Background: an optimization exercise with open tools, aiming at small area. Do not read the settings as production practice.
The RTL was checked by simulation tests, not by an equivalence proof against the original design.
Power is estimated from default activity; no workload was simulated.

--- flow/config.mk ---
export PLATFORM = sky130hd
export DESIGN_NAME = FFT
export DESIGN_NICKNAME = FFT
export VERILOG_FILES = /design/flow/design.v
export SDC_FILE = /design/flow/constraint.sdc
export NUM_CORES = 4
export LEC_CHECK = 0
export ABC_AREA = 1
export CAP_MARGIN = 20
export CORE_MARGIN = 2
export CORE_UTILIZATION = 40
export SLEW_MARGIN = 20
--- flow/constraint.sdc ---
create_clock -name core_clock -period 36.0 [get_ports {clk}]
set_input_delay 7.2000 -clock core_clock [delete_from_list [all_inputs] [get_ports {clk}]]
set_output_delay 7.2000 -clock core_clock [all_outputs]
set_load 0.01 [all_outputs]
--- flow/design.v ---
module FFT(
input clk,
input rst_n,
input in_valid,
input signed [11:0] din_r,
input signed [11:0] din_i,
output out_valid,
output signed [15:0] dout_r,
output signed [15:0] dout_i
);
reg [31:0] R [0:31];       
reg [7:0]  t;              
reg        ov;
wire run = in_valid | (t != 8'd0);
always @(posedge clk or negedge rst_n) begin
	if (!rst_n) begin
		t  <= 8'd0;
		ov <= 1'b0;
	end else begin
		if (run && t != 8'd150) t <= t + 8'd1;
		ov <= (t >= 8'd111) && (t <= 8'd142);
	end
end
assign out_valid = ov;
assign dout_r = R[15][31:16];
assign dout_i = R[15][15:0];
function [31:0] cadd(input [31:0] a, input [31:0] b);
	cadd = {a[31:16] + b[31:16], a[15:0] + b[15:0]};
endfunction
function [31:0] csub(input [31:0] a, input [31:0] b);
	csub = {a[31:16] - b[31:16], a[15:0] - b[15:0]};
endfunction
wire [31:0] din = {{4{din_r[11]}}, din_r, {4{din_i[11]}}, din_i};
wire [7:0] t2 = t - 8'd23;
wire [7:0] t3 = t - 8'd46;
wire [7:0] t3f = t - 8'd50;
wire [7:0] t4 = t - 8'd50;
wire [7:0] t4f = t - 8'd52;
wire [7:0] t5 = t - 8'd52;
wire [7:0] tB = t - 8'd84;
wire [7:0] tA = t - 8'd110;
wire s1_in = (t < 8'd16);
wire s1_bf = (t >= 8'd16) && (t < 8'd32);
wire bf2  = (t2 < 8'd32) && t2[3];
wire tw2  = bf2 && (t2[2:0] != 3'd0);
wire bf3  = (t3 < 8'd32) && t3[2];
wire tw3  = (t3f < 8'd32) && t3f[2] && (t3f[1:0] != 2'd0);
wire bf4  = (t4 < 8'd32) && t4[1];
wire w84  = (t4f < 8'd32) && t4f[1] && t4f[0];
wire bf5  = (t5 < 8'd32) && t5[0];
wire exB  = (tB < 8'd32) && tB[1] && !tB[3];
wire exA  = (tA < 8'd32) && tA[0] && !tA[4];
reg  [31:0] mz;
reg  [3:0]  mk;
always @(*) begin
	if (t < 8'd32) begin
		mz = csub(R[15], din);
		mk = t[3:0];
	end else if (t < 8'd55) begin
		mz = csub(R[30], R[22]);
		mk = {t2[2:0], 1'b0};
	end else begin
		mz = R[17];
		mk = {t3f[1:0], 2'b00};
	end
end
wire [31:0] mo;
Twiddle TW(.k(mk), .z(mz), .o(mo));
wire [31:0] c1 = cadd(R[15], din);
wire [31:0] d2 = csub(R[30], R[22]);
wire [31:0] c2 = cadd(R[30], R[22]);
wire [31:0] d3 = csub(R[17], R[13]);
wire [31:0] c3 = cadd(R[17], R[13]);
wire [31:0] fw3 = bf3 ? c3 : (tw3 ? mo : R[17]);
wire [31:0] d4 = csub(R[19], fw3);
wire [31:0] c4 = cadd(R[19], fw3);
wire [31:0] fw4 = bf4 ? c4 : (w84 ? {R[19][15:0], 16'd0 - R[19][31:16]} : R[19]);
wire [31:0] d5 = csub(R[20], fw4);
wire [31:0] c5 = cadd(R[20], fw4);
integer i;
always @(posedge clk) begin
	for (i = 1; i < 32; i = i + 1) R[i] <= R[i-1];
	R[0]  <= s1_in ? din : (s1_bf ? mo : R[31]);
	R[16] <= s1_bf ? c1 : R[15];
	R[23] <= bf2 ? (tw2 ? mo : d2) : R[22];
	R[31] <= bf2 ? c2 : (exA ? R[13] : R[30]);
	R[14] <= bf3 ? d3 : (exB ? R[19] : (exA ? R[30] : R[13]));
	R[18] <= bf4 ? d4 : fw3;
	R[20] <= bf5 ? d5 : (exB ? R[13] : fw4);
	R[21] <= bf5 ? c5 : R[20];
end
endmodule
module Twiddle(
	input  [3:0]  k,
	input  [31:0] z,
	output [31:0] o
);
	reg signed [7:0] wr, wi;
	always @(*) begin
		case (k)
			4'd1:  begin wr = 8'sd125;  wi = -8'sd25;  end
			4'd2:  begin wr = 8'sd118;  wi = -8'sd49;  end
			4'd3:  begin wr = 8'sd106;  wi = -8'sd72;  end
			4'd4:  begin wr = 8'sd90;   wi = -8'sd91;  end
			4'd5:  begin wr = 8'sd71;   wi = -8'sd107; end
			4'd6:  begin wr = 8'sd48;   wi = -8'sd119; end
			4'd7:  begin wr = 8'sd24;   wi = -8'sd126; end
			4'd8:  begin wr = 8'sd0;    wi = -8'sd128; end
			4'd9:  begin wr = -8'sd25;  wi = -8'sd126; end
			4'd10: begin wr = -8'sd49;  wi = -8'sd119; end
			4'd11: begin wr = -8'sd72;  wi = -8'sd107; end
			4'd12: begin wr = -8'sd91;  wi = -8'sd91;  end
			4'd13: begin wr = -8'sd107; wi = -8'sd72;  end
			4'd14: begin wr = -8'sd119; wi = -8'sd49;  end
			4'd15: begin wr = -8'sd126; wi = -8'sd25;  end
			default: begin wr = 8'sd0; wi = 8'sd0; end
		endcase
	end
	wire signed [15:0] a = z[31:16];
	wire signed [15:0] b = z[15:0];
	wire signed [23:0] pr = a * wr - b * wi;
	wire signed [23:0] pi = a * wi + b * wr;
	assign o = (k == 4'd0) ? z : {pr[22:7], pi[22:7]};
endmodule
--- flow/run.sh ---
#!/bin/bash
# synth_recipe.tcl (not shown) runs the flow's synth.tcl, then flattens the netlist and writes it again
# the make line also repeats each setting of config.mk as NAME=value (left out here)
make -C /OpenROAD-flow-scripts/flow DESIGN_CONFIG=/design/flow/config.mk WORK_HOME=/design/flow/orfs CLKGATE_MAP_FILE= SYNTH_SCRIPT=/design/flow/synth_recipe.tcl finish
==> flow_metrics.tcl <==
set metrics [dict create \
    placed_area_mm2 0.0611 \
    slowest_stage "o21ai_0" \
    power_leakage_uw 0.0309 \
    worst_skew_pair.late_latency_ps 760 \
    synth_enable_flop_cells 0 \
    total_clock_sinks 1033 \
    synth_cell_type_count 69 \
    worst_path_most_repeated_cell "nand2_1" \
    avgSynthCellArea_um2 8.69 \
    worst_setup_path_start_kind "input port" \
    layout_setup_ws_ps 16170 \
    drt_first_iter_violations 3892 \
    unrepaired_setup_endpoints_after_global_routing "false" \
    dp_slack_ps 15400 \
    timing_hold_violations_final 0 \
    tritoncts_clock_tree "built" \
    finish.net_count 7725 \
    htree_num_levels 3 \
    yosys_warnings 3 \
    cp-end-kind "register" \
    min_path_type "reg -> reg" \
    cap_viol_max_count 0 \
    dieWidth_um 386 \
    dominantRegCellSynth "dfxtp_1" \
    final_hpwl_from_detailed_placement_um 134000 \
    rr_startpoint "t[7]$_DFFE_PN0P_" \
    setup_viol 0 \
    relSlewSlack_pct 20.8 \
    startpoint_of_the_worst_setup_timing_path "din_r[0]" \
    placeableCoreArea_mm2 0.145 \
    p_per_area_mw_per_mm2 35.8 \
    worst_ep_arrival_time_ps 20460 \
    buffer_ports.inserted 59 \
    cts-hold-fix-buffers 0 \
    grt_max_degree 81 \
    grt_first_pass_wirelength_um 265000 \
    post_synth_most_frequent_cells "1,126 x nand2_1, 1,123 x inv_1, 1,024 x dfxtp_1, 565 x nor2_1, 489 x fa_1" \
    numCtsBuffers 105 \
    layout-area-overhead-vs-synth_pct 11.3 \
    drt_pass1_iterations 8 \
    totalWireLength_um 175000 \
    path_clk_slew_ps 70 \
    number_of_top_level_pins 60 \
    max_clock_freq_ghz 0.0504 \
    drt_drc_violations_left 0 \
    final_area_mm2 0.0650 \
    routabilityCongestion 0.940 \
    synth.net_count 7694 \
    grt_pass1_vias 43754 \
    run_status "no timing/DRC/antenna violations" \
    proportion_of_synthesized_chip_area_in_sequential_cells_pct 35.5 \
    final.setup.tns_ps 0 \
    synth.ff_latch_count 1033 \
    vias 44714 \
    worst_clock_skew_ps 59.5 \
    cts-root-buf "clkbuf_16" \
    criticalPathCategory "in -> reg" \
    critical-path-max-stage-delay_ps 780 \
    setup_buffers_after_cts 0 \
    synth_area_leader_cell "dfxtp_1" \
    min_from "R[21][15]$_DFF_P_" \
    vias_per_cell 5.11 \
    worstMarginPinSlew_ps 1180 \
    crit_path_max_fanout 11 \
    power.ir.vdd_worst_mv 0.0344 \
    ctsResizeCount 0 \
    post-route-min-period_ps 19830 \
    clockBufferDepth 3 \
    synth_async_sr_flop_share_pct 0.871 \
    timing.final.crit_share_pct 55.1 \
    antenna_found_initial 7 \
    synthesis.instances 6714 \
    post_synth_main_area_contributors "dfxtp_1 35%, fa_1 17%, ha_1 9.9%, nand2_1 7.2%, inv_1 7.2%" \
    final_max_slew_viol_count 0 \
    combined_global_route_utilization_of_all_metal_layers_pct 23.5 \
    post-synth-top-count-cell "nand2_1" \
    grt-ovfl-total 0 \
    mappedNetlistArea_mm2 0.0584 \
    post_route_cells_drive_above_1_share_pct 5.88 \
    fp.dieArea_mm2 0.149 \
    synth_largest_type_area_fraction_pct 35.1 \
    route.antenna.remaining_nets 0 \
    initial_utilization_pct 40.2 \
    dieHeight_um 386 \
    critical_path_required_ps 36620 \
    route.detailed.wl_per_inst_um 20.0 \
    placement_rows 140 \
]
[routing by layer]
metal	wire length, um	up-vias	GRT usage, %	part of all wire [%]
met5	13	-	0	0.0074
met4	7220	2	9.66	4.1
met3	13400	320	3.87	7.7
met2	76800	1625	36.5	44
met1	77500	21667	32.6	44
li1	-	21100	-	-
[cell families after synthesis]
logic type / synth area share [%]
simple gates: 14.0
buf+inv: 8.88
compound gates: 11.6
flops: 35.5
fa+ha+maj: 26.7
xor+xnor: 3.33
[sequential cells by signal, summed over array words and instances (netlist names)]
name	flops
R	1024
t	8
ov	1
[critical path: cells and delay by family]
kind,cells,cell delay (ps)
adder cells (fa/ha/maj),11,4800
AO/OA/AOI/OAI,17,3950
AND/OR/NAND/NOR,25,2650
buffers and inverters,12,1680
XOR/XNOR,1,140
[report_power, final]
| part | internal (uW) | switching, uW |
|---|---|---|
| clock network | 667 | 495 |
| logic | 8.58 | 15.6 |
| registers | 1140 | 0 |
[final timing paths]
check / end / slack [ps] / cells after the start
max: R[21][15]$_DFF_P_ / 16170 / 66
min: R[22][15]$_DFF_P_ / 290 / 0
max reg2reg: R[20][14]$_DFF_P_ / 22300 / 61
min reg2reg: R[22][15]$_DFF_P_ / 290 / 0
max in group asynchronous: t[7]$_DFFE_PN0P_ / 28880 / 1
min in group asynchronous: ov$_DFF_PN0_ / 6780 / 1
[per-stage QoR]
stage | instances | util [%] | hold WS, ps | power [uW]
floorplan | 6714 | - | 310 | 1180
global placement | 8553 | 42.1 | 310 | 1190
detailed placement | 8553 | 42.1 | 312 | 1190
CTS | 8752 | 44.7 | 278 | 2350
global route | 8754 | 44.7 | 278 | 2400
finish | 8755 | 44.7 | 295 | 2330
[area by class of cell]
class / count / area, um^2
repair buffers: 128 / 1110
diodes: 1 / 2.50
clock inverters: 64 / 888
well taps: 1917 / 2400
multi-input cells: 4313 / 32500
fillers: 14032 / 80300
clock buffers: 135 / 2910
flip-flops and latches: 1033 / 20700
inverters: 1164 / 4370
[cell usage in the layout, fill, tap and decap left out, types with 59 or more instances in the layout]
master,n
xor2_1,182
nor2_1,561
dfxtp_1,1024
nand2_1,1121
fa_1,489
ha_1,464
a21oi_1,350
clkbuf_16,105
buf_4,68
clkdlybuf4s50_1,59
o21bai_1,62
inv_1,1119
o21ai_0,367
nand3_1,159
o211ai_1,81

[afterwards: timing with drivers on the ports]
How much do the figures lean on ideal ports? The routed layout below was timed once more, with nothing changed but the port constraints.
Step 1 sets driving cells, clkbuf_16 on the clock port and buf_2 on the other inputs (assumed; they add their load-dependent delay and slew).
Step 2, shift: input delay + t, output delay - t, t = (earliest + latest rising clock arrival at the registers) / 2. This alone moves slack from input paths to output paths.
Three values: ideal ports, drivers, drivers and shift; two values: the first two.
t (ns): 0.794
setup slack, ns: 16.169 / 16.169 / 15.375
worst hold slack (ns): 0.295 / 0.295 / 0.295
worst setup path at the end: input to register
After both steps this run still meets setup and hold. For this run, drivers alone change the setup slack by 0.000 ns; drivers and shift together by -0.794 ns.
